Source: an optimization exercise on an open RTL-to-GDS flow (aim: small area and a short achievable clock period). Production flows keep margins and buffers that such runs may drop. Function was checked by simulation only, so behaviour that the tests miss may differ from the original. No activity file was given, so power comes from the tool's default toggle rates.

==> flow/design.v, too long to show whole: its modules and the start of the top module <==
// module testAdd: 6 lines
// module Add: 6 lines
// module testSub: 6 lines
// module Sub: 6 lines
// module testComp: 8 lines
// module Comp: 24 lines
// module testMux2x1: 7 lines
// module Mux2x1: 12 lines
// module testReg: 7 lines
// module Reg: 11 lines
// module testSHL: 6 lines
// module SHL: 6 lines
// module testSHR: 6 lines
// module SHR: 6 lines
// module CircuitTest: 1268 lines
// module g_aoi21: 3 lines
// module g_inv: 3 lines
// module g_ltsel: 3 lines
// module g_nand2: 3 lines
// module g_nand2b: 3 lines
// module g_nor2: 3 lines
// module g_oai21: 3 lines
// module g_xnor2: 3 lines
// module g_xor2: 3 lines
module CircuitTest (a,b,c,z,x,clk,rst);
  // ...
==> flow/flow/run.sh <==
#!/bin/bash
# Own layout flow: the standard ORFS flow (standard.sh) with these changes:
#  - synthesis script flow/mixsynth.tcl: synth_recipe.tcl with ABC run per module,
#    the small gate modules (g_*) with ORFS's speed script and the top module with
#    ORFS's area script (ABC_AREA 1); hierarchy is flattened at the end as before;
#  - no Yosys full/half-adder extraction (ADDER_MAP_FILE empty);
#  - ABC sizes for a 2 fF load (ABC_LOAD_IN_FF), so gate modules get small cells;
#  - the port buffers that buffer_ports puts on every input and output are
#    sky130_fd_sc_hd__buf_1 instead of the default delay buffer.
# Make's full output goes to flow_make.log here; each ORFS step keeps its own log
# under orfs/logs/.
set -uo pipefail
here=$(pwd)
bash standard.sh ADDER_MAP_FILE= ABC_LOAD_IN_FF=2 \
  "SYNTH_SCRIPT=$here/flow/mixsynth.tcl" \
  "BUFFER_PORTS_ARGS=-buffer_cell sky130_fd_sc_hd__buf_1" \
  finish > flow_make.log 2>&1
==> flow/flow/mixsynth.tcl <==
# The standard flow's synthesis script (synth_recipe.tcl) with one change: ABC maps the small
# gate modules (g_*) with ORFS's speed script, which keeps XOR and MUX cells,
# and the rest of the design with ORFS's area script.
proc synth {args} { yosys synth -nofsm -noshare {*}$args }
proc abc {args} {
  set i [lsearch -exact $args -script]
  set speed [lreplace $args $i [expr {$i + 1}] -script $::env(SCRIPTS_DIR)/abc_speed.script]
  set area [lreplace $args $i [expr {$i + 1}] -script $::env(SCRIPTS_DIR)/abc_area.script]
  foreach m [split [string trim [yosys tee -q -s result.string select -list-mod =g_*]] "\n"] {
    if {$m ne ""} { yosys abc {*}$speed =$m }
  }
  yosys abc {*}$area =$::env(DESIGN_NAME)
}
source $::env(SCRIPTS_DIR)/synth.tcl
# left out here: clear keep_hierarchy, flatten, clean up, hide names made inside functions, write 1_2_yosys.v
==> flow/standard.sh <==
#!/bin/bash
# synth_recipe.tcl (not shown) runs the flow's synth.tcl, then flattens the netlist and writes it again
# the make line also repeats each setting of config.mk as NAME=value (left out here)
make -C /OpenROAD-flow-scripts/flow DESIGN_CONFIG=/design/flow/config.mk WORK_HOME=/design/flow/orfs CLKGATE_MAP_FILE= SYNTH_SCRIPT=/design/flow/synth_recipe.tcl "${@:-finish}"
==> flow/config.mk <==
export PLATFORM = sky130hd
export DESIGN_NAME = CircuitTest
export DESIGN_NICKNAME = CircuitTest
export VERILOG_FILES = /design/flow/design.v
export SDC_FILE = /design/flow/constraint.sdc
export NUM_CORES = 4
export LEC_CHECK = 0
export ABC_AREA = 1
export CAP_MARGIN = 20
export CORE_MARGIN = 2
export CORE_UTILIZATION = 40
export CTS_BUF_LIST = sky130_fd_sc_hd__clkbuf_8
export SETUP_SLACK_MARGIN = 4.2
export SLEW_MARGIN = 20
export SYNTH_HIERARCHICAL = 1
export TNS_END_PERCENT = 0
==> flow/constraint.sdc <==
create_clock -name core_clock -period 7.5 [get_ports {clk}]
set_input_delay 1.5000 -clock core_clock [delete_from_list [all_inputs] [get_ports {clk}]]
set_output_delay 1.5000 -clock core_clock [all_outputs]
set_load 0.01 [all_outputs]
==> key figures, run 1 <==
Run status
  – Outcome: timing/DRC/antenna clean

Worst setup path
  – Worst R2R Start: er
  – CP max-delay cell: o21a_4
  – Worst path required time: 7.71 ns
  – Delay-heaviest family, CP: compound AO/OA/AOI/OAI gates

Logic synthesis
  – Top post-synthesis cells by area: edfxtp_1, nand2_1, nor2_1
  – Post-synth cell types: 14
  – Post-Synth XOR/XNOR Area: 17.6%
  – Mux contribution to synthesized area: 0%
  – Post-synthesis simple-gate area fraction: 31.6%
  – #FFs+latches synth: 131

Clock network
  – Clk slew on worst S/H paths: 0.07 ns
  – CTS tree: yes
  – Hold-fix buffers, CTS: 0
  – Sink Count: 131

STA
  – Final hold slack: 0.807 ns
  – Rel. slew slack: 42.6%
  – Slew Viols, Final: 0
  – Slew at the pin with the worst max-slew slack: 0.861 ns

Routing
  – DR iter-0 viols: 657
  – Vias: 11100
  – Via/cell ratio: 4.91

Global route
  – Most Crowded Layer GR: met2
  – First-pass GRT wire length: 50000 um
  – Initial antenna violation count: 6
  – Pin count of the biggest net entering global routing: 67

Power
  – Sequential Power Share: 35.3%
  – Top power group: combinational logic

Placed design
  – Inst Count DP: 2217

Min path
  – Hold Path Stages: 4

Final layout
  – Multi-In Gates: 1422
  – FILL cells: 2908
  – Most common cell after layout, fill and taps aside: nand2_1
==> inputs of run 2 (changes only) <==
--- a/flow/config.mk
+++ b/flow/config.mk
@@ -12,3 +12,3 @@
 export CTS_BUF_LIST = sky130_fd_sc_hd__clkbuf_8
-export SETUP_SLACK_MARGIN = 4.2
+export SETUP_SLACK_MARGIN = 4.6
 export SLEW_MARGIN = 20
==> run 2 against run 1 <==
Register-to-register slack got worse by 0.05 ns. Hold slack improved by 0.0019 ns. Worst setup slack improved by 0.045 ns. Count of clock-buffer cells in the layout did not move. Sequential power barely moved. Maximum frequency rose by 1.4%. Critical path type unchanged. Cell count barely moved. Non-clock buffer count rose by 3. Via count fell by 0.58%. Critical endpoint unchanged. Critical path depth did not move.
==> key figures, run 2 <==
Run status
  – Outcome: timing/DRC/antenna clean

Clock network
  – Worst-Skew Late Latency: 0.45 ns
  – Bufs on Longest Clock Path: 2
  – CTS H-Tree Depth: 4
  – CTS tree: yes
  – Sink Count: 131 (unchanged)
  – TritonCTS Buffers: 17
  – Clk slew on worst S/H paths: 0.07 ns (about the same)
  – Root Buffer: clkbuf_8
  – Hold-fix buffers, CTS: 0 (unchanged)

Power
  – Peak VDD IR: 0.115 mV
  – Sequential Power Share: 35.4% (about the same)
  – Internal power: 1.94 mW
  – Leak Pwr: 5.35 nW
  – Power Total: 3.17 mW
  – Switch share: 38.6%
  – Psw: 1.22 mW
  – Logic pwr share: 43.6%
  – Clock share of power: 20.9%
  – Pwr dens: 236 mW/mm^2

STA
  – Slew Viols, Final: 0 (unchanged)
  – Rel. slew slack: 42.7% (about the same)
  – Slew at the pin with the worst max-slew slack: 0.860 ns (-0.000538 ns)
  – Setup-failing EPs final: 0
  – Clock Skew: 0.0156 ns
  – Fin. Hold Viols: 0
  – RSZ-0062 raised after global routing: yes
  – Tcrit/Tclk final: 42.5%
  – Fmax: 314 MHz
  – Final min period: 3.19 ns
  – Fin Setup TNS: 0 ns

Die
  – Die Area: 0.0293 mm^2
  – Row cnt: 61
  – Die width: 171 um
  – Core Region: 0.0276 mm^2
  – IO Count: 258
  – Height of the die: 171 um
  – Starting Density: 40.4%

Final layout
  – Largest regs: ar: 33 flops, yr: 33 flops
  – Area Overhead vs Synth: 19.9%
  – Most frequent cells in the layout: nand2_1, nor2_1, buf_1
  – Most common cell after layout, fill and taps aside: nand2_1
  – Final core area utilization: 48.4%
  – Fin nets: 2066
  – Ratio of cells with drive above 1 in the final layout: 6.69%

Logic synthesis
  – #FFs+latches synth: 131 (unchanged)
  – Top post-synthesis cells by area: edfxtp_1, nand2_1, nor2_1
  – Prevailing post-synth register cell: edfxtp_1
  – Sequential fraction of the synthesis area: 35.2%
  – Post-synth cell types: 14 (unchanged)
  – Syn_nets: 1791
  – Cell taking the most area after synthesis: edfxtp_1
  – YS warnings: 7
  – Top cells by count, synth: nand2_1, nor2_1, o21ai_1
  – Number of synthesized flops with an enable pin: 131
  – Top-count cell post-synth: nand2_1
  – Gate Count Post-Synth: 1597
  – Synthesized area per cell: 6.99 um^2
  – Post-synth ARST share: 0%
  – Post-Syn Area: 0.0112 mm^2
  – Synth top area share: 35.2%

Min path
  – Hold WC Path Type: reg2reg
  – HP Start: yr[0]

Routing
  – DRT Pass-1 Iters: 6
  – Detail Route Antenna Nets: 0
  – DR iter-0 viols: 614 (-6.5%)
  – WL final: 32600 um
  – Post-DR wirelength/cell: 14.4 um
  – Remaining DRCs: 0
  – Via/cell ratio: 4.89 (-0.53%)
  – Vias: 11100 (-0.58%)

Global route
  – Total Routing Usage GR: 22.3%
  – Pin count of the biggest net entering global routing: 67 (unchanged)
  – Vias in the first global route: 10200
  – First-pass GRT wire length: 50900 um (+1.8%)
  – GRT Residual Overflow: 0
  – Initial antenna violation count: 6 (unchanged)

Worst setup path
  – CP startpoint: c[7]
  – Setup crit end kind: flop
  – Startpoint Class: primary input
  – CP Max Fanout: 64
  – Setup CP Type: in2reg
  – WP data arrival: 3.40 ns
  – Worst R2R Start: er
  – Worst path required time: 7.71 ns (about the same)

Placed design
  – DP HPWL: 25900 um
  – Gpl congestion: 0.877
  – PortBufs: 257

Job
  – Max-Cap Viols: 0
[run 2: changes by cell type in the layout (fill, tap and decap cells not counted), sizes merged]
| cell | change |
|---|---|
| clkbuf | -29 |
| buf | +32 |
| inv | -2 |
| clkinv | -2 |
[run 2: final cells by class]
class	instances	area, um^2
diodes	4	10.0
clock buffers	17	234
clock inverters	13	195
fillers	2907	14200
inverters	24	109
multi-input cells	1422	7190
flip-flops and latches	131	3930
well taps	378	473
repair buffers	276	1240
[run 2: metrics by stage]
step	setup slack, ns	instance area (um^2)	hold slack [ns]	cells
3_3_place_gp	3.17	12500	0.731	2217
5_1_grt	4.17	13400	0.851	2264
3_5_place_dp	3.44	12500	0.744	2217
2_1_floorplan	3.72	11200	0.672	1597
6_report	4.31	13400	0.809	2265
4_1_cts	4.36	13200	0.766	2255
[run 2: worst paths after layout]
path	to	slack [ns]	cells past startpoint
worst min-delay path	z[0]	0.81	4
worst max-delay path	x[5]	4.31	13
worst min register to register	z[0]	0.81	4
worst max register to register	x[31]	4.35	17
[run 2: what timing repair did]
action | 4_1_cts | 5_1_grt
endpoints found under the setup margin | 163 | 164
pin swaps | 18 | 15
gates cloned | 2 | 0
setup buffers | 6 | 6
resized for setup | 59 | 27
[run 2: power by group through the flow]
stage / combinational [mW] / sequential (mW) / clock (mW)
floorplan: 0.893 / 1.18 / 0
global placement: 1.28 / 1.14 / 0
detailed placement: 1.30 / 1.14 / 0
CTS: 1.36 / 1.12 / 0.673
global route: 1.56 / 1.14 / 0.703
finish: 1.38 / 1.12 / 0.663
[run 2: cells by family after synthesis]
kind of cell | Yosys count | synth area share (%)
AO/OA/AOI/OAI | 300 | 13.5
AND/OR/NAND/NOR | 897 | 31.6
flip-flops | 131 | 35.2
buffers and inverters | 44 | 2.07
XOR/XNOR | 225 | 17.6
[run 2: routing by layer]
layer	vias up	track usage (%)	share of wire, %
met3	46	3.82	5.5
li1	5792	-	-
met5	-	0	0.040
met2	318	37.5	47
met1	4907	28.8	46
met4	2	7.55	2.2
[run 2: critical path, stage by stage]
cell and delay (ns):
buf_2 0.14, xor2_1 0.18, nor2_1 0.18, nand2_1 0.12, o21ai_2 0.19, a21oi_2 0.08, o21ai_1 0.17, a21oi_2 0.08
nor2_1 0.13, o21a_4 0.25, inv_12 0.12, nand2_1 0.13, nand2_1 0.06
[run 2: modules after synthesis (local to each module, per instance)]
module / flops+latches / cells inside / cell area, um^2
g_aoi21: 0 / 1 / 5.00
g_nand2: 0 / 1 / 3.75
g_xnor2: 0 / 1 / 8.76
g_ltsel: 0 / 3 / 15.0
g_inv: 0 / 1 / 3.75
g_xor2: 0 / 1 / 8.76
CircuitTest: 131 / 444 / 5170
g_nand2b: 0 / 1 / 6.26
g_oai21: 0 / 1 / 5.00
g_nor2: 0 / 1 / 3.75
==> inputs of run 3 (changes only) <==
--- a/flow/config.mk
+++ b/flow/config.mk
@@ -12,3 +12,3 @@
 export CTS_BUF_LIST = sky130_fd_sc_hd__clkbuf_8
-export SETUP_SLACK_MARGIN = 4.6
+export SETUP_SLACK_MARGIN = 4.3
 export SLEW_MARGIN = 20
==> run 3 against run 2 <==
Sequential cell count unchanged. Non-clock buffer count shrank 4. First-iteration DRC count down 0.16%. Synthesized cell count unchanged. Via count fell by 0.13%. Critical path type unchanged.
==> key figures, run 3 <==
Run status
  – Outcome: timing/DRC/antenna clean

STA
  – Slew Viols, Final: 0 (unchanged)
  – Fin Setup TNS: 0 ns (unchanged)
  – RSZ-0062 raised after global routing: yes
  – Tcrit/Tclk final: 42.6% (+0.12 points)
  – Slew at the pin with the worst max-slew slack: 0.872 ns (+0.0117 ns)
  – Final min period: 3.20 ns (+0.00889 ns)
  – Setup-failing EPs final: 0 (unchanged)
  – Rel. slew slack: 41.9% (-0.78 points)
  – Fin. Hold Viols: 0 (unchanged)
  – Fmax: 313 MHz (-0.28%)
  – Clock Skew: 0.0144 ns (-0.00117 ns)

Routing
  – DRT Pass-1 Iters: 5 (-1)
  – Vias: 11100 (-0.13%)
  – WL final: 32500 um (-0.28%)
  – Via/cell ratio: 4.89 (about the same)
  – Remaining DRCs: 0 (unchanged)
  – Post-DR wirelength/cell: 14.4 um (-0.10%)
  – Detail Route Antenna Nets: 0 (unchanged)
  – DR iter-0 viols: 613 (-0.16%)

Logic synthesis
  – Mux contribution to synthesized area: 0% (unchanged)
  – Adder-cell share of the synthesized area: 0% (unchanged)
  – Complex-gate fraction of the synthesized area: 13.5% (unchanged)
  – Post-Synth XOR/XNOR Area: 17.6% (unchanged)
  – Prevailing post-synth register cell: edfxtp_1
  – Synthesized area per cell: 6.99 um^2 (unchanged)
  – Top-count cell post-synth: nand2_1
  – Sequential fraction of the synthesis area: 35.2% (unchanged)
  – Syn_nets: 1791 (unchanged)
  – Post-synth ARST share: 0% (unchanged)
  – #FFs+latches synth: 131 (unchanged)
  – Largest family of logic cells by synthesized area: simple AND/OR/NAND/NOR gates
  – Post-synthesis simple-gate area fraction: 31.6% (unchanged)
  – Synth top area share: 35.2% (unchanged)
  – Gate Count Post-Synth: 1597 (unchanged)
  – YS warnings: 7 (unchanged)
  – Post-Syn Area: 0.0112 mm^2 (unchanged)
  – Post-synth cell types: 14 (unchanged)
  – Top post-synthesis cells by area: edfxtp_1, nand2_1, nor2_1
  – Top cells by count, synth: nand2_1, nor2_1, o21ai_1
  – Number of synthesized flops with an enable pin: 131 (unchanged)
  – Cell taking the most area after synthesis: edfxtp_1

Die
  – Starting Density: 40.4% (unchanged)
  – Core Region: 0.0276 mm^2 (unchanged)
  – Row cnt: 61 (unchanged)
  – Die Area: 0.0293 mm^2 (unchanged)
  – Die width: 171 um (unchanged)
  – Height of the die: 171 um (unchanged)
  – IO Count: 258 (unchanged)

Global route
  – Total Routing Usage GR: 22.2% (-0.099 points)
  – First-pass GRT wire length: 50700 um (-0.47%)
  – Vias in the first global route: 10100 (-0.58%)
  – Routing usage on met1: 28.7% (-0.10 points)
  – Most Crowded Layer GR: met2
  – Initial antenna violation count: 6 (unchanged)
  – Pin count of the biggest net entering global routing: 67 (unchanged)
  – GRT Residual Overflow: 0 (unchanged)
  – Met3 usage: 3.89% (+0.069 points)
  – Met2 usage: 37.3% (-0.28 points)

Worst setup path
  – Setup CP Type: in2reg
  – Setup crit end kind: flop
  – Worst-path cell chain: buf_2 > xor2_1 > nor2_1 > nand2_1 > o21ai_2 > a21oi_2 > o21ai_1 > a21oi_2 > nor2_1 > o21a_4 > inv_12 > nand2_1 > nand2_1
  – Startpoint Class: primary input
  – CP Max Fanout: 64 (unchanged)
  – Reg2Reg Setup Slack: 4.36 ns (about the same)
  – Delay-heaviest family, CP: compound AO/OA/AOI/OAI gates
  – Largest stage delay, worst path: 0.25 ns (about the same)
  – WP data arrival: 3.41 ns (about the same)
  – Worst Path Buf+Inv: 2 (unchanged)
  – CP max-delay cell: o21a_4
  – Worst path required time: 7.71 ns (about the same)
  – Most used cell along the critical path: nand2_1

Clock network
  – Hold-fix buffers, CTS: 0 (unchanged)
  – Sink Count: 131 (unchanged)
  – CTS tree: yes
  – Root Buffer: clkbuf_8
  – Clk slew on worst S/H paths: 0.07 ns (about the same)
  – CTS H-Tree Depth: 4 (unchanged)
  – Worst-Skew Late Latency: 0.45 ns (about the same)
  – TritonCTS Buffers: 17 (unchanged)
  – Bufs on Longest Clock Path: 2 (unchanged)

Final layout
  – Most common cell after layout, fill and taps aside: nand2_1
  – Largest regs: ar: 33 flops, yr: 33 flops
  – Most frequent cells in the layout: nand2_1, nor2_1, buf_1
  – Area Overhead vs Synth: 19.7%
  – Fin nets: 2062 (-0.19%)
  – FILL cells: 2901 (-0.21%)
  – Ratio of cells with drive above 1 in the final layout: 6.17% (-0.52 points)
  – Final core area utilization: 48.4% (-0.081 points)

Placed design
  – PortBufs: 257 (unchanged)
  – Gpl congestion: 0.877 (unchanged)
  – DP HPWL: 25900 um (unchanged)

Job
  – Max-Cap Viols: 0 (unchanged)

Min path
  – Hold WC Path Type: reg2reg

Power
  – Power Total: 3.16 mW (-0.28%)
  – Pwr dens: 236 mW/mm^2 (-0.11%)
  – Leak Pwr: 5.32 nW (-0.54%)
  – Peak VDD IR: 0.116 mV (+0.37%)
-- run 3: cell count changes in the layout (fill, tap and decap cells not counted), sizes merged --
cell	previous run	this run
buf	268	245
clkbuf	24	43
-- run 3: routing by layer --
metal  vias up  routed length, um  part of all wire (%)
met1      4898              14900                    46
met4         2                768                   2.4
met3        49               1820                   5.6
li1       5783                  -                     -
met2       319              15000                    46
met5         -                 13                 0.040
-- run 3: per-stage QoR --
stage / hold slack, ns / instance area [um^2] / instances / worst slack, ns
final: 0.832 / 13400 / 2261 / 4.30
after floorplan: 0.672 / 11200 / 1597 / 3.72
after detailed placement: 0.744 / 12500 / 2217 / 3.44
after global placement: 0.731 / 12500 / 2217 / 3.17
after global routing: 0.886 / 13400 / 2260 / 4.20
after CTS: 0.766 / 13200 / 2253 / 4.25
-- run 3: modules after synthesis (local to each module, per instance) --
module       cells inside  cell area, um^2  copies in the design  flops+latches
g_inv                   1             3.75                    20              0
g_xnor2                 1             8.76                   107              0
g_ltsel                 3             15.0                     1              0
CircuitTest           444             5170                     1            131
g_oai21                 1             5.00                   201              0
g_nand2b                1             6.26                    64              0
g_nand2                 1             3.75                   262              0
g_xor2                  1             8.76                   118              0
g_nor2                  1             3.75                   280              0
g_aoi21                 1             5.00                    98              0
-- run 3: worst reg2reg max path, cell delays in order, from the launching register on --
cell and delay (ns):
edfxtp_1 0.43, buf_12 0.19, xor2_4 0.18, xnor2_2 0.18
inv_1 0.09, a21oi_2 0.21, o21ai_2 0.13, a21oi_4 0.23
o21ai_4 0.12, a21oi_4 0.22, inv_1 0.11, a21oi_4 0.19
o21ai_2 0.12, a21oi_2 0.17, o21ai_1 0.10, xnor2_1 0.13
nand2_1 0.06, nand2_1 0.04
-- run 3: layout make-up --
type	count	area (um^2)	share of cell area, %
Clock buffer	17	234	1.75
Timing Repair Buffer	272	1200	9.00
Multi-Input combinational cell	1422	7210	53.9
Clock inverter	13	195	1.46
Sequential cell	131	3930	29.4
Inverter	24	109	0.815
Antenna cell	4	10.0	0.0749
Tap cell	378	473	3.54
-- run 3: logic make-up (layout without fill, tap and decap cells) --
kind of cell / after synthesis / count (layout)
and+or+nand+nor: 897 / 897
AOI/OAI and AO/OA: 300 / 300
xor gates and xnor gates: 225 / 225
DFF: 131 / 131
buffers and inverters: 44 / 326
other: 0 / 4
-- run 3: final timing paths --
path,start,to,cells after the start
setup / recovery,c[7],x[5],13
hold / removal,ar[0],z[0],4
setup reg to reg,er,x[31],17
hold reg to reg,ar[0],z[0],4
-- run 3: power breakdown --
group          switching, mW  leakage (nW)  internal, mW
clock network          0.276         0.221         0.387
registers             0.0886          1.29          1.03
logic                  0.855          3.81         0.516
-- run 3: timing repair --
action,in CTS,in global routing
resized for setup,28,53
setup endpoints to repair,97,102
cloned,2,0
endpoints found under the hold margin,0,0
pin swaps,9,18
setup buffers,4,4
==> inputs of run 4 (changes only) <==
--- a/flow/config.mk
+++ b/flow/config.mk
@@ -12,3 +12,3 @@
 export CTS_BUF_LIST = sky130_fd_sc_hd__clkbuf_8
-export SETUP_SLACK_MARGIN = 4.3
+export SETUP_SLACK_MARGIN = 4.4
 export SLEW_MARGIN = 20
==> run 4 against run 3 <==
Register-to-register slack is essentially flat. First-iteration DRC count grew 0.16%. Critical path depth is the same. Cell count rose by 0.18%. Clock power barely moved. Core utilization up 0.081 points. Non-clock buffer count rose by 4. Via count up 0.13%. Sequential power about the same. Largest power group unchanged.
==> key figures, run 4 <==
Power
  – Power Total: 3.17 mW (+0.28%)
  – Leak Pwr: 5.35 nW (+0.54%)
  – Pwr dens: 236 mW/mm^2 (+0.11%)
  – Peak VDD IR: 0.115 mV (-0.37%)

STA
  – Setup-failing EPs final: 0 (unchanged)
  – Fin. Hold Viols: 0 (unchanged)
  – Tcrit/Tclk final: 42.5% (-0.12 points)
  – Final min period: 3.19 ns (-0.00889 ns)
  – Rel. slew slack: 42.7% (+0.78 points)
  – Fmax: 314 MHz (+0.28%)
  – RSZ-0062 raised after global routing: yes
  – Slew at the pin with the worst max-slew slack: 0.860 ns (-0.0117 ns)
  – Clock Skew: 0.0156 ns (+0.00117 ns)
  – Fin Setup TNS: 0 ns (unchanged)
  – Slew Viols, Final: 0 (unchanged)

Final layout
  – Ratio of cells with drive above 1 in the final layout: 6.69% (+0.52 points)
  – Register area: 0.00393 mm^2 (unchanged)
  – Area Overhead vs Synth: 19.9%
  – Most common cell after layout, fill and taps aside: nand2_1
  – Non-filler instance count after layout: 2265 (+0.18%)
  – Most frequent cells in the layout: nand2_1, nor2_1, buf_1
  – Fin nets: 2066 (+0.19%)
  – Design area: 0.0134 mm^2 (+0.17%)
  – Largest regs: ar: 33 flops, yr: 33 flops
  – FILL cells: 2907 (+0.21%)
  – Footprint of the multi-input gates: 0.00719 mm^2 (-0.21%)

Routing
  – Post-DR wirelength/cell: 14.4 um (+0.10%)
  – Via/cell ratio: 4.89 (about the same)
  – Remaining DRCs: 0 (unchanged)
  – Detail Route Antenna Nets: 0 (unchanged)
  – DRT Pass-1 Iters: 6 (+1)
  – WL final: 32600 um (+0.28%)
  – DR iter-0 viols: 614 (+0.16%)
  – Vias: 11100 (+0.13%)

Logic synthesis
  – Cell taking the most area after synthesis: edfxtp_1
  – #FFs+latches synth: 131 (unchanged)
  – Post-Syn Area: 0.0112 mm^2 (unchanged)
  – Sequential fraction of the synthesis area: 35.2% (unchanged)
  – Synthesized area per cell: 6.99 um^2 (unchanged)
  – Synth top area share: 35.2% (unchanged)
  – Top post-synthesis cells by area: edfxtp_1, nand2_1, nor2_1
  – Number of synthesized flops with an enable pin: 131 (unchanged)
  – Top cells by count, synth: nand2_1, nor2_1, o21ai_1
  – YS warnings: 7 (unchanged)
  – Post-synth cell types: 14 (unchanged)
  – Prevailing post-synth register cell: edfxtp_1
  – Post-synth ARST share: 0% (unchanged)
  – Top-count cell post-synth: nand2_1
  – Gate Count Post-Synth: 1597 (unchanged)
  – Syn_nets: 1791 (unchanged)

Global route
  – Pin count of the biggest net entering global routing: 67 (unchanged)
  – GRT Residual Overflow: 0 (unchanged)
  – Vias in the first global route: 10200 (+0.58%)
  – Total Routing Usage GR: 22.3% (+0.099 points)
  – First-pass GRT wire length: 50900 um (+0.48%)
  – Initial antenna violation count: 6 (unchanged)

Job
  – Max-Cap Viols: 0 (unchanged)

Die
  – IO Count: 258 (unchanged)
  – Height of the die: 171 um (unchanged)
  – Die width: 171 um (unchanged)
  – Die Area: 0.0293 mm^2 (unchanged)
  – Core Region: 0.0276 mm^2 (unchanged)
  – Starting Density: 40.4% (unchanged)
  – Row cnt: 61 (unchanged)

Clock network
  – Clk slew on worst S/H paths: 0.07 ns (about the same)
  – Sink Count: 131 (unchanged)
  – Bufs on Longest Clock Path: 2 (unchanged)
  – Worst-Skew Late Latency: 0.45 ns (about the same)
  – CTS tree: yes
  – CTS H-Tree Depth: 4 (unchanged)
  – TritonCTS Buffers: 17 (unchanged)
  – Root Buffer: clkbuf_8

Worst setup path
  – Reg2Reg Depth: 17 (unchanged)
  – Setup crit end kind: flop
  – WP data arrival: 3.40 ns (about the same)
  – Worst path required time: 7.71 ns (about the same)
  – Setup CP Type: in2reg
  – CP Max Fanout: 64 (unchanged)
  – Startpoint Class: primary input
  – Reg2Reg Setup Slack: 4.35 ns (about the same)

Placed design
  – Gpl congestion: 0.877 (unchanged)
  – DP HPWL: 25900 um (unchanged)
  – Inst Count DP: 2217 (unchanged)
  – Placed instance area: 0.0125 mm^2 (unchanged)
  – PortBufs: 257 (unchanged)

Run status
  – Outcome: timing/DRC/antenna clean

Min path
  – Hold WC Path Type: reg2reg
  – Hold Path Stages: 4 (unchanged)
run 4: cell counts after synthesis:
No cell type changed its count.
run 4: worst paths after layout:
kind / from / to
worst min register to register: yr[0] / z[0]
worst max-delay path: c[7] / x[5]
worst max register to register: er / x[31]
worst min-delay path: yr[0] / z[0]
run 4: cell families (layout without fill, tap and decap cells):
kind of cell,count (synthesis),in the layout,synth area share [%]
other,0,4,0
AND/OR/NAND/NOR,897,897,31.6
buffers and inverters,44,330,2.07
AO/OA/AOI/OAI,300,300,13.5
flip-flops,131,131,35.2
XOR/XNOR,225,225,17.6
run 4: what timing repair did:
action / in CTS / in global routing
gates cloned: 2 / 0
buffers inserted: 6 / 6
hold buffers: 0 / 0
gates resized for setup: 59 / 27
pin swaps: 18 / 15
setup endpoints to repair: 97 / 163
run 4: final cells by class:
cell class	instances	share of cell area, %
antenna	4	0.0748
clock buffer	17	1.75
clock inverter	13	1.46
inverter	24	0.813
multi-input combinational	1422	53.7
sequential	131	29.4
tap	378	3.53
timing repair buffer	276	9.26
run 4: worst max-delay path, stage by stage:
cell	delay [ns]
buf_2	0.14
xor2_1	0.18
nor2_1	0.18
nand2_1	0.12
o21ai_2	0.19
a21oi_2	0.08
o21ai_1	0.17
a21oi_2	0.08
nor2_1	0.13
o21a_4	0.25
inv_12	0.12
nand2_1	0.13
nand2_1	0.06
run 4: per-module statistics from Yosys, one instance, submodules excluded, a selection:
module	cells	copies in the design	cell area [um^2]	flip-flops and latches
CircuitTest	444	1	5170	131
g_xnor2	1	107	8.76	0
g_xor2	1	118	8.76	0
g_aoi21	1	98	5.00	0
g_oai21	1	201	5.00	0
g_nand2	1	262	3.75	0
run 4: power breakdown:
group / internal (mW) / switching (mW) / total [mW]
registers: 1.03 / 0.0881 / 1.12
logic: 0.523 / 0.857 / 1.38
clock network: 0.387 / 0.276 / 0.663
run 4: per-stage QoR:
step                hold WS (ns)  setup slack (ns)  utilization [%]
detailed placement         0.744              3.44             45.4
global route               0.851              4.17             48.4
floorplan                  0.672              3.72                -
global placement           0.731              3.17             45.4
CTS                        0.766              4.36             47.9
finish                     0.809              4.31             48.4
run 4: metal layers:
layer	track usage [%]	part of all wire, %	up-vias
met5	0	0.040	-
met3	3.82	5.5	46
met1	28.8	46	4907
met2	37.5	47	318
li1	-	-	5792
met4	7.55	2.2	2
==> inputs of run 5 (changes only) <==
--- a/flow/flow/run.sh
+++ b/flow/flow/run.sh
@@ -16,2 +16,3 @@
   "BUFFER_PORTS_ARGS=-buffer_cell sky130_fd_sc_hd__buf_1" \
+  SKIP_GATE_CLONING=1 \
   finish > flow_make.log 2>&1
==> run 5 against run 4 <==
Still clean on timing, DRC and antenna. Combinational power about the same. Maximum frequency fell by 2.5%. Register-to-register slack got worse by 0.02 ns. Power shrank 0.95%. Core utilization shrank 0.48 points. Count of clock-buffer cells in the layout stayed put. Clock power about the same. Worst setup slack got worse by 0.083 ns. Hold slack better by 0.00093 ns. Critical endpoint is now yr[18]. Highest routed layer unchanged.
==> key figures, run 5 <==
Worst setup path
  – Worst R2R Start: er
  – RR Endpoint: x[31]
  – CP startpoint: b[4]
  – Reg2Reg Depth: 17 (unchanged)
  – WP data arrival: 3.48 ns (+0.08 ns)
  – Largest stage delay, worst path: 0.23 ns (-0.02 ns)
  – Setup crit end kind: flop
  – Startpoint Class: primary input
  – CP max-delay cell: buf_1
  – Setup CP Type: in2reg
  – Most used cell along the critical path: o21ai_1
  – Reg2Reg Setup Slack: 4.33 ns (-0.02 ns)
  – Worst-path cell chain: buf_1 > nand2b_1 > o21ai_1 > a21oi_1 > o21ai_1 > a21oi_2 > o21ai_1 > a21oi_2 > nor2_1 > o21a_2 > buf_12 > buf_16 > nand2_1 > nand2_1
  – Worst path required time: 7.70 ns (about the same)
  – CP Max Fanout: 34 (-47%)

STA
  – Setup-failing EPs final: 0 (unchanged)
  – Slew at the pin with the worst max-slew slack: 0.872 ns (+0.0120 ns)
  – Rel. slew slack: 41.9% (-0.80 points)
  – RSZ-0062 raised after global routing: yes
  – Slew Viols, Final: 0 (unchanged)
  – Fin. Hold Viols: 0 (unchanged)
  – Clock Skew: 0.0143 ns (-0.00131 ns)
  – Tcrit/Tclk final: 43.6% (+1.1 points)
  – Fmax: 306 MHz (-2.5%)
  – Final min period: 3.27 ns (+0.0833 ns)
  – Fin Setup TNS: 0 ns (unchanged)

Logic synthesis
  – Synth top area share: 35.2% (unchanged)
  – Top-count cell post-synth: nand2_1
  – Post-synth cell types: 14 (unchanged)
  – Complex-gate fraction of the synthesized area: 13.5% (unchanged)
  – Syn_nets: 1791 (unchanged)
  – Sequential fraction of the synthesis area: 35.2% (unchanged)
  – Synthesized area per cell: 6.99 um^2 (unchanged)
  – Mux contribution to synthesized area: 0% (unchanged)
  – Gate Count Post-Synth: 1597 (unchanged)
  – Post-Synth XOR/XNOR Area: 17.6% (unchanged)
  – Cell taking the most area after synthesis: edfxtp_1
  – Prevailing post-synth register cell: edfxtp_1
  – Post-synthesis simple-gate area fraction: 31.6% (unchanged)
  – Top post-synthesis cells by area: edfxtp_1, nand2_1, nor2_1
  – #FFs+latches synth: 131 (unchanged)
  – Post-synth ARST share: 0% (unchanged)
  – Post-Syn Area: 0.0112 mm^2 (unchanged)
  – Largest family of logic cells by synthesized area: simple AND/OR/NAND/NOR gates
  – Top cells by count, synth: nand2_1, nor2_1, o21ai_1
  – Number of synthesized flops with an enable pin: 131 (unchanged)
  – Adder-cell share of the synthesized area: 0% (unchanged)
  – YS warnings: 7 (unchanged)

Routing
  – Top sig layer: met5
  – Met1 Wirelength: 14800 um (-0.22%)
  – Vias: 11000 (-0.72%)
  – Post-DR wirelength/cell: 14.3 um (-0.44%)
  – DR iter-0 viols: 580 (-5.5%)
  – DRT Pass-1 Iters: 5 (-1)
  – Via/cell ratio: 4.86 (-0.42%)
  – Met3 WL: 1730 um (-3.9%)
  – Metal2 WL: 15000 um (-0.84%)
  – WL final: 32300 um (-0.75%)
  – Remaining DRCs: 0 (unchanged)
  – Detail Route Antenna Nets: 0 (unchanged)

Placed design
  – Inst Count DP: 2217 (unchanged)
  – DP HPWL: 25900 um (unchanged)
  – Placed instance area: 0.0125 mm^2 (unchanged)
  – Gpl congestion: 0.877 (unchanged)
  – PortBufs: 257 (unchanged)

Die
  – IO Count: 258 (unchanged)
  – Height of the die: 171 um (unchanged)
  – Die Area: 0.0293 mm^2 (unchanged)
  – Die width: 171 um (unchanged)
  – Row cnt: 61 (unchanged)
  – Starting Density: 40.4% (unchanged)
  – Core Region: 0.0276 mm^2 (unchanged)

Power
  – Leak Pwr: 5.30 nW (-0.92%)
  – Peak VDD IR: 0.102 mV (-11%)
  – Pwr dens: 237 mW/mm^2 (about the same)

Final layout
  – Area Overhead vs Synth: 18.7%
  – Most common cell after layout, fill and taps aside: nand2_1
  – Largest regs: ar: 33 flops, yr: 33 flops
  – Final core area utilization: 48.0% (-0.48 points)
  – Ratio of cells with drive above 1 in the final layout: 5.86% (-0.83 points)
  – Design area: 0.0133 mm^2 (-1.0%)
  – Fin nets: 2059 (-0.34%)
  – Footprint of the multi-input gates: 0.00712 mm^2 (-1.0%)
  – Most frequent cells in the layout: nand2_1, nor2_1, buf_1
  – FILL cells: 2905 (-0.069%)
  – Register area: 0.00393 mm^2 (unchanged)
  – Non-filler instance count after layout: 2258 (-0.31%)

Global route
  – GRT Residual Overflow: 0 (unchanged)
  – Total Routing Usage GR: 22.1% (-0.13 points)
  – Initial antenna violation count: 6 (unchanged)
  – Vias in the first global route: 10200 (-0.32%)
  – First-pass GRT wire length: 50700 um (-0.50%)
  – Pin count of the biggest net entering global routing: 67 (unchanged)

Clock network
  – Bufs on Longest Clock Path: 2 (unchanged)
  – Clk slew on worst S/H paths: 0.07 ns (about the same)
  – Sink Count: 131 (unchanged)
  – TritonCTS Buffers: 17 (unchanged)
  – CTS H-Tree Depth: 4 (unchanged)
  – CTS tree: yes
  – Worst-Skew Late Latency: 0.45 ns (about the same)
  – Root Buffer: clkbuf_8

Min path
  – Hold Path End: z[0]
  – HP Start: ar[0]
  – Hold WC Path Type: reg2reg
  – Hold Path Stages: 4 (unchanged)

Run status
  – Outcome: timing/DRC/antenna clean

Job
  – Max-Cap Viols: 0 (unchanged)
[run 5: cell counts after synthesis]
Identical to the previous run, type by type.
[run 5: routing by layer]
metal | vias to the layer above | global-route usage [%]
li1 | 5775 | -
met4 | 2 | 7.52
met1 | 4864 | 28.6
met2 | 301 | 37.4
met5 | - | 0
met3 | 43 | 3.86
[run 5: worst max-delay path: cells and delay by family]
family	cells	cell delay [ns]
simple gates	4	0.34
compound gates	7	1.01
buf+inv	3	0.61
[run 5: worst max path at each step]
stage	slack, ns	end	cells after the start
final	4.23	yr[18]	14
after global routing	4.10	yr[13]	14
after CTS	4.25	x[31]	14
after detailed placement	3.44	x[5]	13
after global placement	3.17	yr[15]	13
after floorplan	3.72	ar[0]	1
[run 5: report_power, final]
part | internal (mW) | switching [mW] | total [mW] | leakage, nW
clock | 0.387 | 0.274 | 0.661 | 0.221
combinational | 0.505 | 0.847 | 1.35 | 3.79
sequential | 1.03 | 0.0873 | 1.12 | 1.29
[run 5: cells by family (layout without fill, tap and decap cells)]
| group | Yosys count | in the layout |
|---|---|---|
| flip-flops | 131 | 131 |
| AO/OA/AOI/OAI | 300 | 300 |
| XOR/XNOR | 225 | 225 |
| AND/OR/NAND/NOR | 897 | 897 |
| other | 0 | 4 |
| buffers and inverters | 44 | 323 |
[run 5: what timing repair did]
action | in CTS | in global routing
setup endpoints to repair | 97 | 163
resized for setup | 51 | 22
buffers inserted | 6 | 1
pin swaps | 13 | 6
hold buffers | 0 | 0
[run 5: cell type report]
type | count | area share (%)
inverters | 24 | 0.821
multi-input cells | 1422 | 53.7
well taps | 378 | 3.57
repair buffers | 269 | 8.89
diodes | 4 | 0.0755
clock inverters | 13 | 1.47
clock buffers | 17 | 1.77
flip-flops and latches | 131 | 29.7
[run 5: modules after synthesis (local to each module, per instance), excerpt]
module    cells  times used  flip-flops and latches  area, um^2
g_ltsel       3           1                       0        15.0
g_nor2        1         280                       0        3.75
g_nand2       1         262                       0        3.75
g_oai21       1         201                       0        5.00
g_inv         1          20                       0        3.75
g_xnor2       1         107                       0        8.76
g_aoi21       1          98                       0        5.00
g_nand2b      1          64                       0        6.26
g_xor2        1         118                       0        8.76
[run 5: stage by stage]
| step | setup slack, ns | hold slack [ns] | power [mW] |
|---|---|---|---|
| floorplan | 3.72 | 0.672 | 2.08 |
| global placement | 3.17 | 0.731 | 2.42 |
| detailed placement | 3.44 | 0.744 | 2.45 |
| CTS | 4.25 | 0.766 | 3.15 |
| global route | 4.10 | 0.855 | 3.37 |
| finish | 4.23 | 0.810 | 3.14 |
==> inputs of run 6 (changes only) <==
--- a/flow/flow/run.sh
+++ b/flow/flow/run.sh
@@ -16,3 +16,2 @@
   "BUFFER_PORTS_ARGS=-buffer_cell sky130_fd_sc_hd__buf_1" \
-  SKIP_GATE_CLONING=1 \
   finish > flow_make.log 2>&1
--- a/flow/config.mk
+++ b/flow/config.mk
@@ -12,2 +12,3 @@
 export CTS_BUF_LIST = sky130_fd_sc_hd__clkbuf_8
+export PLACE_DENSITY = 0.8
 export SETUP_SLACK_MARGIN = 4.4
==> run 6 against run 5 <==
Synthesized area stayed put. Power is 3.4% lower. Worst setup slack better by 0.037 ns. Synthesized cell count stayed put. Core utilization is 0.18 points lower. Largest cell class unchanged.
==> key figures, run 6 <==
Logic synthesis
  – Gate Count Post-Synth: 1597 (unchanged)
  – Synthesized area per cell: 6.99 um^2 (unchanged)
  – Number of synthesized flops with an enable pin: 131 (unchanged)
  – Syn_nets: 1791 (unchanged)
  – Sequential fraction of the synthesis area: 35.2% (unchanged)
  – Top cells by count, synth: nand2_1, nor2_1, o21ai_1
  – Top post-synthesis cells by area: edfxtp_1, nand2_1, nor2_1
  – #FFs+latches synth: 131 (unchanged)
  – Post-synth ARST share: 0% (unchanged)
  – Post-Syn Area: 0.0112 mm^2 (unchanged)
  – Post-synth cell types: 14 (unchanged)
  – YS warnings: 7 (unchanged)
  – Top-count cell post-synth: nand2_1
  – Synth top area share: 35.2% (unchanged)
  – Prevailing post-synth register cell: edfxtp_1
  – Cell taking the most area after synthesis: edfxtp_1

Die
  – Height of the die: 171 um (unchanged)
  – Row cnt: 61 (unchanged)
  – Core Region: 0.0276 mm^2 (unchanged)
  – IO Count: 258 (unchanged)
  – Die Area: 0.0293 mm^2 (unchanged)
  – Die width: 171 um (unchanged)
  – Starting Density: 40.4% (unchanged)

STA
  – Fin. Hold Viols: 0 (unchanged)
  – Setup-failing EPs final: 0 (unchanged)
  – Tcrit/Tclk final: 43.1% (-0.50 points)
  – Final min period: 3.24 ns (-0.0372 ns)
  – RSZ-0062 raised after global routing: yes
  – Final hold slack: 0.791 ns (-0.0186 ns)
  – Fmax: 309 MHz (+1.1%)
  – Rel. slew slack: 41.9% (+0.055 points)
  – Clock Skew: 0.0192 ns (+0.00495 ns)
  – Slew at the pin with the worst max-slew slack: 0.869 ns (-0.00265 ns)
  – Fin Setup TNS: 0 ns (unchanged)
  – Slew Viols, Final: 0 (unchanged)

Global route
  – First-pass GRT wire length: 49300 um (-2.8%)
  – Pin count of the biggest net entering global routing: 91 (+36%)
  – Initial antenna violation count: 7 (+1)
  – GRT Residual Overflow: 0 (unchanged)
  – Vias in the first global route: 10300 (+1.1%)
  – Total Routing Usage GR: 21.1% (-0.99 points)

Worst setup path
  – Reg2Reg Depth: 13 (-4)
  – Setup crit end kind: flop
  – WP data arrival: 3.42 ns (-0.06 ns)
  – Setup CP Type: in2reg
  – CP startpoint: b[5]
  – CP Max Fanout: 33 (-2.9%)
  – Startpoint Class: primary input
  – Worst path required time: 7.68 ns (-0.02 ns)
  – Reg2Reg Setup Slack: 4.37 ns (+0.04 ns)
  – Critical Path Sink: x[0]
  – RR Endpoint: z[30]
  – Worst-path cell chain: buf_1 > xor2_1 > buf_4 > nor2_1 > nand2_1 > o21ai_1 > a21oi_1 > o21ai_1 > a21oi_1 > nor2_1 > o21a_4 > buf_12 > nor2_1
  – Most used cell along the critical path: nor2_1
  – Worst R2R Start: yr[2]
  – Largest stage delay, worst path: 0.25 ns (+0.02 ns)
  – CP max-delay cell: o21a_4

Routing
  – Detail Route Antenna Nets: 0 (unchanged)
  – Vias: 11200 (+2.3%)
  – Remaining DRCs: 0 (unchanged)
  – DR iter-0 viols: 619 (+6.7%)
  – DRT Pass-1 Iters: 7 (+2)
  – WL final: 31700 um (-2.0%)
  – Post-DR wirelength/cell: 14.0 um (-2.2%)
  – Via/cell ratio: 4.97 (+2.1%)

Placed design
  – Placed instance area: 0.0125 mm^2 (about the same)
  – Gpl congestion: 0.960 (+9.4%)
  – PortBufs: 257 (unchanged)
  – DP HPWL: 25100 um (-3.0%)

Final layout
  – FILL cells: 2756 (-5.1%)
  – Area Overhead vs Synth: 18.2%
  – Final core area utilization: 47.8% (-0.18 points)
  – Most frequent cells in the layout: nand2_1, nor2_1, buf_1
  – Largest regs: ar: 33 flops, yr: 33 flops
  – Most common cell after layout, fill and taps aside: nand2_1
  – Fin nets: 2060 (+0.049%)
  – Ratio of cells with drive above 1 in the final layout: 5.16% (-0.70 points)
  – Design area: 0.0132 mm^2 (-0.37%)

Clock network
  – Bufs on Longest Clock Path: 2 (unchanged)
  – CTS H-Tree Depth: 4 (unchanged)
  – Hold-fix buffers, CTS: 0 (unchanged)
  – Root Buffer: clkbuf_8
  – Sink Count: 131 (unchanged)
  – CTS tree: yes
  – Worst-Skew Late Latency: 0.44 ns (about the same)
  – Clk slew on worst S/H paths: 0.09 ns (+0.02 ns)
  – TritonCTS Buffers: 17 (unchanged)

Power
  – Leak Pwr: 5.23 nW (-1.2%)
  – Pwr dens: 229 mW/mm^2 (-3.0%)
  – Peak VDD IR: 0.0994 mV (-2.6%)
  – Power Total: 3.03 mW (-3.4%)

Min path
  – Hold WC Path Type: reg2reg

Run status
  – Outcome: timing/DRC/antenna clean

Job
  – Max-Cap Viols: 0 (unchanged)
==> run 6: cell count changes in the layout (fill, tap and decap cells not counted), sizes merged, moves of 2 or more <==
cell / delta
buf: +7
bufinv: -4
clkbuf: -7
clkinv: +2
inv: +3
==> run 6: routing by layer <==
metal,GRT usage [%],part of all wire [%],vias to the layer above
met1,25.9,41,4958
li1,-,-,5777
met4,8.88,3.2,4
met3,3.26,7.7,62
met5,0,0.085,-
met2,36.9,48,432
==> run 6: cell families (layout without fill, tap and decap cells) <==
logic type	Yosys count	in the layout	share of synthesized area, %
simple gates	897	897	31.6
compound gates	300	300	13.5
xor+xnor	225	225	17.6
flops	131	131	35.2
buf+inv	44	326	2.07
other cells	0	5	0
==> run 6: Yosys stat by module (local to each module, per instance) <==
module | cells | copies in the design
g_xnor2 | 1 | 107
g_nor2 | 1 | 280
g_xor2 | 1 | 118
g_nand2b | 1 | 64
g_nand2 | 1 | 262
g_ltsel | 3 | 1
g_inv | 1 | 20
g_aoi21 | 1 | 98
CircuitTest | 444 | 1
g_oai21 | 1 | 201
==> run 6: worst min path at each step <==
stage,startpoint,slack (ns),depth (start not counted),end
2_1_floorplan,yr[0],0.67,4,z[0]
3_3_place_gp,yr[0],0.70,4,z[0]
3_5_place_dp,yr[0],0.73,4,z[0]
4_1_cts,yr[0],0.76,4,z[0]
5_1_grt,yr[0],0.84,4,z[0]
6_report,yr[0],0.79,4,z[0]
==> run 6: layout make-up <==
class                      count  area, um^2  share of cell area (%)
clock inverter                15         135                    1.02
antenna                        5        12.5                  0.0948
tap                          378         473                    3.58
clock buffer                  17         234                    1.77
sequential                   131        3930                    29.8
inverter                      24         111                   0.843
timing repair buffer         270        1180                    8.91
multi-input combinational   1422        7130                    54.0
==> run 6: repair_timing <==
| action | in CTS | in global routing |
|---|---|---|
| setup buffers | 6 | 1 |
| resized for setup | 47 | 12 |
| setup endpoints to repair | 187 | 97 |
| pin swaps | 10 | 2 |
| gates cloned | 2 | 0 |
==> run 6: critical path: cells and delay by family <==
kind | cells | cell delay [ns]
AO/OA/AOI/OAI | 5 | 0.77
XOR/XNOR | 1 | 0.20
AND/OR/NAND/NOR | 4 | 0.40
buffers and inverters | 3 | 0.51
==> run 6: per-stage QoR <==
step,setup slack [ns],cells
3_5_place_dp,3.21,2216
5_1_grt,4.14,2259
6_report,4.26,2262
4_1_cts,4.33,2256
2_1_floorplan,3.72,1597
3_3_place_gp,3.27,2216
==> run 6: power by group <==
part	internal, mW	switching [mW]
combinational	0.506	0.845
clock	0.264	0.295
sequential	1.03	0.0852
==> inputs of run 7 (changes only) <==
--- a/flow/config.mk
+++ b/flow/config.mk
@@ -12,3 +12,3 @@
 export CTS_BUF_LIST = sky130_fd_sc_hd__clkbuf_8
-export PLACE_DENSITY = 0.8
+export GPL_TIMING_DRIVEN = 0
 export SETUP_SLACK_MARGIN = 4.4
==> run 7 against run 6 <==
Synthesized area did not move. Combinational power increased by 5%. First-iteration DRC count is 20% lower. Critical path depth grew 1. Critical endpoint is now yr[15]. Highest routed layer unchanged.
==> key figures, run 7 <==
Clock network
  – Bufs on Longest Clock Path: 2 (unchanged)
  – CTS tree: yes
  – TritonCTS Buffers: 17 (unchanged)
  – CTS H-Tree Depth: 4 (unchanged)
  – Root Buffer: clkbuf_8
  – Sink Count: 131 (unchanged)
  – Hold-fix buffers, CTS: 0 (unchanged)
  – Worst-Skew Late Latency: 0.44 ns (about the same)
  – Clk slew on worst S/H paths: 0.08 ns (about the same)

Final layout
  – Largest regs: ar: 33 flops, yr: 33 flops
  – Ratio of cells with drive above 1 in the final layout: 11.4% (+6.2 points)
  – Final core area utilization: 49.7% (+1.9 points)
  – Area Overhead vs Synth: 23.0%
  – Most common cell after layout, fill and taps aside: nand2_1
  – Footprint of the multi-input gates: 0.00729 mm^2 (+2.4%)
  – Most frequent cells in the layout: nand2_1, nor2_1, o21ai_1
  – Fin nets: 2085 (+1.2%)
  – FILL cells: 2807 (+1.9%)
  – Register area: 0.00393 mm^2 (unchanged)

Routing
  – DR iter-0 viols: 495 (-20%)
  – Post-DR wirelength/cell: 13.9 um (-0.61%)
  – DRT Pass-1 Iters: 5 (-2)
  – Via/cell ratio: 4.81 (-3.2%)
  – WL final: 31800 um (+0.40%)
  – Vias: 11000 (-2.3%)
  – Detail Route Antenna Nets: 0 (unchanged)
  – Remaining DRCs: 0 (unchanged)

Logic synthesis
  – Sequential fraction of the synthesis area: 35.2% (unchanged)
  – Number of synthesized flops with an enable pin: 131 (unchanged)
  – Synthesized area per cell: 6.99 um^2 (unchanged)
  – Prevailing post-synth register cell: edfxtp_1
  – Top cells by count, synth: nand2_1, nor2_1, o21ai_1
  – Synth top area share: 35.2% (unchanged)
  – Post-Syn Area: 0.0112 mm^2 (unchanged)
  – Cell taking the most area after synthesis: edfxtp_1
  – Syn_nets: 1791 (unchanged)
  – #FFs+latches synth: 131 (unchanged)
  – Post-synth cell types: 14 (unchanged)
  – Post-synth ARST share: 0% (unchanged)
  – Top-count cell post-synth: nand2_1
  – YS warnings: 7 (unchanged)
  – Top post-synthesis cells by area: edfxtp_1, nand2_1, nor2_1
  – Gate Count Post-Synth: 1597 (unchanged)

Global route
  – Vias in the first global route: 9870 (-4.0%)
  – Total Routing Usage GR: 21.4% (+0.28 points)
  – Initial antenna violation count: 6 (-1)
  – Pin count of the biggest net entering global routing: 38 (-58%)
  – GRT Residual Overflow: 0 (unchanged)
  – First-pass GRT wire length: 48900 um (-0.78%)

Power
  – Peak VDD IR: 0.0976 mV (-1.8%)
  – Leak Pwr: 5.63 nW (+7.6%)
  – Pwr dens: 236 mW/mm^2 (+2.9%)

STA
  – Fmax: 314 MHz (+1.5%)
  – Final min period: 3.19 ns (-0.0465 ns)
  – Setup-failing EPs final: 0 (unchanged)
  – Slew Viols, Final: 0 (unchanged)
  – Rel. slew slack: 51.7% (+9.8 points)
  – Tcrit/Tclk final: 42.5% (-0.62 points)
  – Fin Setup TNS: 0 ns (unchanged)
  – RSZ-0062 raised after global routing: yes
  – Final WS setup: 4.31 ns (+0.0465 ns)
  – Fin. Hold Viols: 0 (unchanged)
  – Clock Skew: 0.0188 ns (-0.000436 ns)
  – Slew at the pin with the worst max-slew slack: 0.723 ns (-0.146 ns)

Die
  – Height of the die: 171 um (unchanged)
  – Row cnt: 61 (unchanged)
  – Die width: 171 um (unchanged)
  – Core Region: 0.0276 mm^2 (unchanged)
  – Die Area: 0.0293 mm^2 (unchanged)
  – IO Count: 258 (unchanged)
  – Starting Density: 40.4% (unchanged)

Placed design
  – Gpl congestion: 0.893 (-7.0%)
  – DP Worst Slack: 3.45 ns (+0.244 ns)
  – PortBufs: 257 (unchanged)
  – DP HPWL: 26200 um (+4.5%)

Worst setup path
  – Reg2Reg Setup Slack: 4.36 ns (about the same)
  – Critical Path Sink: yr[15]
  – Worst R2R Start: er
  – Reg2Reg Depth: 17 (+4)
  – Worst path required time: 7.69 ns (about the same)
  – Setup CP Type: in2reg
  – Setup crit end kind: flop
  – Worst-path cell chain: buf_1 > nand2_1 > o21ai_1 > a21oi_1 > o21ai_1 > a21oi_2 > o21ai_2 > a21oi_2 > nor2_1 > o21a_2 > inv_6 > buf_4 > nand2_1 > nand2_1
  – RR Endpoint: x[24]
  – CP startpoint: a[8]
  – WP data arrival: 3.37 ns (-0.05 ns)
  – CP Max Fanout: 10 (-70%)
  – Largest stage delay, worst path: 0.24 ns (about the same)
  – Startpoint Class: primary input
  – Most used cell along the critical path: nand2_1
  – CP max-delay cell: buf_1

Min path
  – Hold WC Path Type: reg2reg

Job
  – Max-Cap Viols: 0 (unchanged)

Run status
  – Outcome: timing/DRC/antenna clean
## run 7: cell count changes in the layout (fill, tap and decap cells not counted), moves of 4 or more
cell	delta
inv_1	-4
buf_2	+28
nor2_1	-4
a21oi_1	-5
buf_4	+18
clkbuf_2	+42
buf_1	-68
xor2_1	-6
xor2_2	+5
o21ai_1	-5
inv_2	+4
bufinv_16	+5
## run 7: through the flow
stage / total power [mW] / instance area (um^2) / hold slack [ns] / cells
after floorplan: 2.08 / 11200 / 0.672 / 1597
after global placement: 2.43 / 12600 / 0.715 / 2232
after detailed placement: 2.46 / 12700 / 0.727 / 2237
after CTS: 3.22 / 13500 / 0.745 / 2278
after global routing: 3.48 / 13700 / 0.856 / 2284
final: 3.24 / 13700 / 0.765 / 2285
## run 7: cell type report
cell class                 instances  share of cell area [%]
tap                              378                    3.44
inverter                          24                   0.719
timing repair buffer             275                    9.34
buffer                            20                    1.28
multi-input combinational       1422                    53.1
antenna                            3                  0.0546
sequential                       131                    28.6
clock inverter                    15                    1.73
clock buffer                      17                    1.70
## run 7: critical path: cells and delay by family
family / cells / cell delay [ns]
buffers and inverters: 3 / 0.54
AO/OA/AOI/OAI: 7 / 1.01
AND/OR/NAND/NOR: 4 / 0.33
## run 7: Yosys stat by module (local to each module, per instance)
| module | flip-flops and latches | cells |
|---|---|---|
| g_aoi21 | 0 | 1 |
| g_oai21 | 0 | 1 |
| g_nand2 | 0 | 1 |
| g_nand2b | 0 | 1 |
| g_inv | 0 | 1 |
| g_nor2 | 0 | 1 |
| g_ltsel | 0 | 3 |
| g_xnor2 | 0 | 1 |
| CircuitTest | 131 | 444 |
| g_xor2 | 0 | 1 |
## run 7: worst min path at each step
stage                from    to  slack [ns]  cells past startpoint
CTS                 yr[0]  z[0]        0.74                      4
global route        ar[0]  z[0]        0.86                      4
detailed placement  yr[0]  z[0]        0.73                      4
finish              ar[0]  z[0]        0.76                      4
floorplan           yr[0]  z[0]        0.67                      4
global placement    yr[0]  z[0]        0.71                      4
## run 7: report_power, final
| group | total [mW] | internal [mW] | switching (mW) | leakage [nW] |
|---|---|---|---|---|
| Combinational | 1.42 | 0.551 | 0.865 | 4.11 |
| Clock | 0.710 | 0.427 | 0.283 | 0.232 |
| Sequential | 1.12 | 1.03 | 0.0830 | 1.29 |
## run 7: repair_timing
action / CTS / global route
buffers inserted: 9 / 4
cloned: 0 / 0
resized for setup: 80 / 86
pin swaps: 25 / 41
setup endpoints to repair: 74 / 97
## run 7: layer usage
metal	vias up	wire length, um	part of all wire [%]	global-route usage [%]
met5	-	38	0.12	0
met4	6	926	2.9	7.66
met3	58	1710	5.4	3.70
met2	308	14800	47	36.1
met1	4786	14300	45	27.6
li1	5822	-	-	-
## run 7: kinds of logic (layout without fill, tap and decap cells)
logic type / count (synthesis) / after routing / synth area share, %
AO/OA/AOI/OAI: 300 / 300 / 13.5
XOR/XNOR: 225 / 225 / 17.6
buffers and inverters: 44 / 351 / 2.07
flip-flops: 131 / 131 / 35.2
other: 0 / 3 / 0
AND/OR/NAND/NOR: 897 / 897 / 31.6
==> inputs of run 8 (changes only) <==
--- a/flow/config.mk
+++ b/flow/config.mk
@@ -12,3 +12,2 @@
 export CTS_BUF_LIST = sky130_fd_sc_hd__clkbuf_8
-export GPL_TIMING_DRIVEN = 0
 export SETUP_SLACK_MARGIN = 4.4
@@ -16,2 +15,2 @@
 export SYNTH_HIERARCHICAL = 1
-export TNS_END_PERCENT = 0
+export TNS_END_PERCENT = 20
==> run 8 against run 7 <==
Sequential share of layout area is 0.60 points higher. First-iteration DRC count is 21% higher. Combinational power hardly changed. Wire length is 2.6% higher. Non-clock buffer count is 15 lower. Largest power group unchanged.
==> key figures, run 8 <==
Logic synthesis
  – Synthesized area per cell: 6.99 um^2 (unchanged)
  – Syn_nets: 1791 (unchanged)
  – Top cells by count, synth: nand2_1, nor2_1, o21ai_1
  – Top-count cell post-synth: nand2_1
  – Post-Syn Area: 0.0112 mm^2 (unchanged)
  – YS warnings: 7 (unchanged)
  – Cell taking the most area after synthesis: edfxtp_1
  – Number of synthesized flops with an enable pin: 131 (unchanged)
  – #FFs+latches synth: 131 (unchanged)
  – Post-synth ARST share: 0% (unchanged)
  – Post-synth cell types: 14 (unchanged)
  – Top post-synthesis cells by area: edfxtp_1, nand2_1, nor2_1
  – Prevailing post-synth register cell: edfxtp_1
  – Synth top area share: 35.2% (unchanged)
  – Sequential fraction of the synthesis area: 35.2% (unchanged)
  – Gate Count Post-Synth: 1597 (unchanged)

Clock network
  – CTS H-Tree Depth: 4 (unchanged)
  – TritonCTS Buffers: 17 (unchanged)
  – Clk slew on worst S/H paths: 0.07 ns (about the same)
  – Root Buffer: clkbuf_8
  – CTS tree: yes
  – Worst-Skew Late Latency: 0.45 ns (about the same)
  – Bufs on Longest Clock Path: 2 (unchanged)
  – Hold-fix buffers, CTS: 0 (unchanged)
  – Sink Count: 131 (unchanged)

Worst setup path
  – Setup CP Type: in2reg
  – Worst path required time: 7.71 ns (+0.02 ns)
  – WP data arrival: 3.39 ns (+0.02 ns)
  – Reg2Reg Depth: 17 (unchanged)
  – CP startpoint: c[7]
  – CP Max Fanout: 64 (+54)
  – Startpoint Class: primary input
  – Worst R2R Start: er
  – Setup crit end kind: flop

Die
  – Die width: 171 um (unchanged)
  – Height of the die: 171 um (unchanged)
  – IO Count: 258 (unchanged)
  – Die Area: 0.0293 mm^2 (unchanged)
  – Starting Density: 40.4% (unchanged)
  – Core Region: 0.0276 mm^2 (unchanged)
  – Row cnt: 61 (unchanged)

STA
  – Fin. Hold Viols: 0 (unchanged)
  – Final WS setup: 4.32 ns (+0.00853 ns)
  – Slew Viols, Final: 0 (unchanged)
  – Fin Setup TNS: 0 ns (unchanged)
  – Tcrit/Tclk final: 42.4% (-0.11 points)
  – Final min period: 3.18 ns (-0.00853 ns)
  – Slew at the pin with the worst max-slew slack: 0.857 ns (+0.134 ns)
  – Fmax: 314 MHz (+0.27%)
  – Setup-failing EPs final: 0 (unchanged)
  – RSZ-0062 raised after global routing: yes
  – Clock Skew: 0.0131 ns (-0.00575 ns)
  – Rel. slew slack: 42.9% (-8.8 points)

Final layout
  – Fin nets: 2070 (-0.72%)
  – Ratio of cells with drive above 1 in the final layout: 7.63% (-3.8 points)
  – Most common cell after layout, fill and taps aside: nand2_1
  – Largest regs: ar: 33 flops, yr: 33 flops
  – Most frequent cells in the layout: nand2_1, nor2_1, buf_1
  – Area Overhead vs Synth: 20.5%
  – FILL cells: 2896 (+3.2%)

Global route
  – Pin count of the biggest net entering global routing: 67 (+76%)
  – First-pass GRT wire length: 50900 um (+4.2%)
  – Vias in the first global route: 10200 (+3.2%)
  – Total Routing Usage GR: 22.3% (+0.85 points)
  – Initial antenna violation count: 6 (unchanged)
  – GRT Residual Overflow: 0 (unchanged)

Min path
  – Hold Path Stages: 4 (unchanged)
  – HP Start: ar[0]
  – Hold WC Path Type: reg2reg

Routing
  – Remaining DRCs: 0 (unchanged)
  – Post-DR wirelength/cell: 14.4 um (+3.3%)
  – DR iter-0 viols: 601 (+21%)
  – Via/cell ratio: 4.90 (+2.0%)
  – WL final: 32600 um (+2.6%)
  – DRT Pass-1 Iters: 5 (unchanged)
  – Detail Route Antenna Nets: 0 (unchanged)
  – Vias: 11100 (+1.3%)

Placed design
  – Gpl congestion: 0.877 (-1.8%)
  – PortBufs: 257 (unchanged)
  – DP HPWL: 25900 um (-1.3%)
  – DP Worst Slack: 3.44 ns (-0.00740 ns)

Run status
  – Outcome: timing/DRC/antenna clean

Power
  – Peak VDD IR: 0.115 mV (+18%)
  – Pwr dens: 236 mW/mm^2 (about the same)
  – Leak Pwr: 5.41 nW (-4.0%)

Job
  – Max-Cap Viols: 0 (unchanged)
run 8: cells by family after synthesis:
| logic type | synth area share, % |
|---|---|
| and+or+nand+nor | 31.6 |
| AOI/OAI and AO/OA | 13.5 |
| xor gates and xnor gates | 17.6 |
| DFF | 35.2 |
| buffers and inverters | 2.07 |
run 8: routing by layer:
layer	GRT usage [%]	part of all wire, %
met4	7.55	2.2
met3	3.82	5.6
met2	37.6	47
met5	0	0.040
met1	28.8	46
run 8: worst paths after layout:
kind / end / slack, ns
max: x[5] / 4.32
min: z[0] / 0.83
max reg2reg: x[31] / 4.39
min reg2reg: z[0] / 0.83
run 8: area by class of cell:
class / count / area, um^2 / share of cell area [%]
flip-flops and latches: 131 / 3930 / 29.2
inverters: 24 / 109 / 0.809
repair buffers: 280 / 1280 / 9.53
well taps: 378 / 473 / 3.51
multi-input cells: 1422 / 7220 / 53.7
clock inverters: 13 / 195 / 1.45
diodes: 4 / 10.0 / 0.0744
clock buffers: 17 / 234 / 1.74
run 8: worst max-delay path: stages:
cell     delay, ns
buf_2         0.14
xor2_1        0.18
nor2_1        0.18
nand2_1       0.12
o21ai_2       0.19
a21oi_2       0.09
o21ai_1       0.17
a21oi_2       0.08
nor2_1        0.13
o21a_4        0.25
inv_12        0.13
nand2_1       0.12
nand2_1       0.05
run 8: report_power, final:
part           switching [mW]  internal, mW
clock                   0.275         0.387
sequential             0.0889          1.03
combinational           0.860         0.528
total                    1.22          1.95
run 8: timing repair:
item,CTS,global route
gates cloned,2,0
buffers inserted,6,10
hold endpoints to repair,0,0
pin swaps,18,15
gates resized for setup,60,41
endpoints found under the setup margin,97,163
run 8: modules after synthesis (local to each module, per instance):
module	times used	area, um^2	flops+latches
g_nor2	280	3.75	0
g_xnor2	107	8.76	0
g_inv	20	3.75	0
g_aoi21	98	5.00	0
g_xor2	118	8.76	0
g_oai21	201	5.00	0
g_nand2b	64	6.26	0
g_ltsel	1	15.0	0
CircuitTest	1	5170	131
g_nand2	262	3.75	0
run 8: stage by stage:
| step | instances | hold WS (ns) | util, % | total power [mW] | area, um^2 |
|---|---|---|---|---|---|
| 3_5_place_dp | 2217 | 0.744 | 45.4 | 2.45 | 12500 |
| 6_report | 2269 | 0.830 | 48.7 | 3.17 | 13500 |
| 5_1_grt | 2268 | 0.888 | 48.7 | 3.41 | 13500 |
| 3_3_place_gp | 2217 | 0.731 | 45.4 | 2.42 | 12500 |
| 4_1_cts | 2255 | 0.766 | 47.9 | 3.16 | 13200 |
| 2_1_floorplan | 1597 | 0.672 | - | 2.08 | 11200 |

==> re-timing with driven ports <==
The results above use ideal ports. As a check the final layouts listed here were re-extracted and re-timed, cells and wires unchanged.
Step 1 sets driving cells, clkbuf_16 on the clock port and buf_2 on the other inputs (assumed; they add their load-dependent delay and slew).
Step 2 times the ports against the registers' clock, not the clock port: input delays grow and output delays shrink by t, the midpoint of the rising clock arrivals with the driver on.
Three values: ideal, step 1, step 2; two values: the first two.
| run | t, ns | setup WS [ns] | worst setup path at the end |
|---|---|---|---|
| run 1 | 0.488 | 4.266 / 4.285 / 3.796 | input to register |
| run 2 | 0.484 | 4.310 / 4.325 / 3.841 | input to register |
| run 3 | 0.486 | 4.301 / 4.319 / 3.832 | input to register |
| run 4 | 0.484 | 4.310 / 4.325 / 3.841 | input to register |
| run 5 | 0.484 | 4.227 / 4.230 / 3.745 | input to register |
| run 6 | 0.465 | 4.264 / 4.277 / 3.812 | input to register |
| run 7 | 0.473 | 4.311 / 4.298 / 3.825 | input to register |
| run 8 | 0.484 | 4.319 / 4.336 / 3.852 | input to register |
After both steps setup and hold are still met in every run listed. For run 7, which loses most, drivers alone change the setup slack by -0.013 ns; drivers and shift together by -0.486 ns.
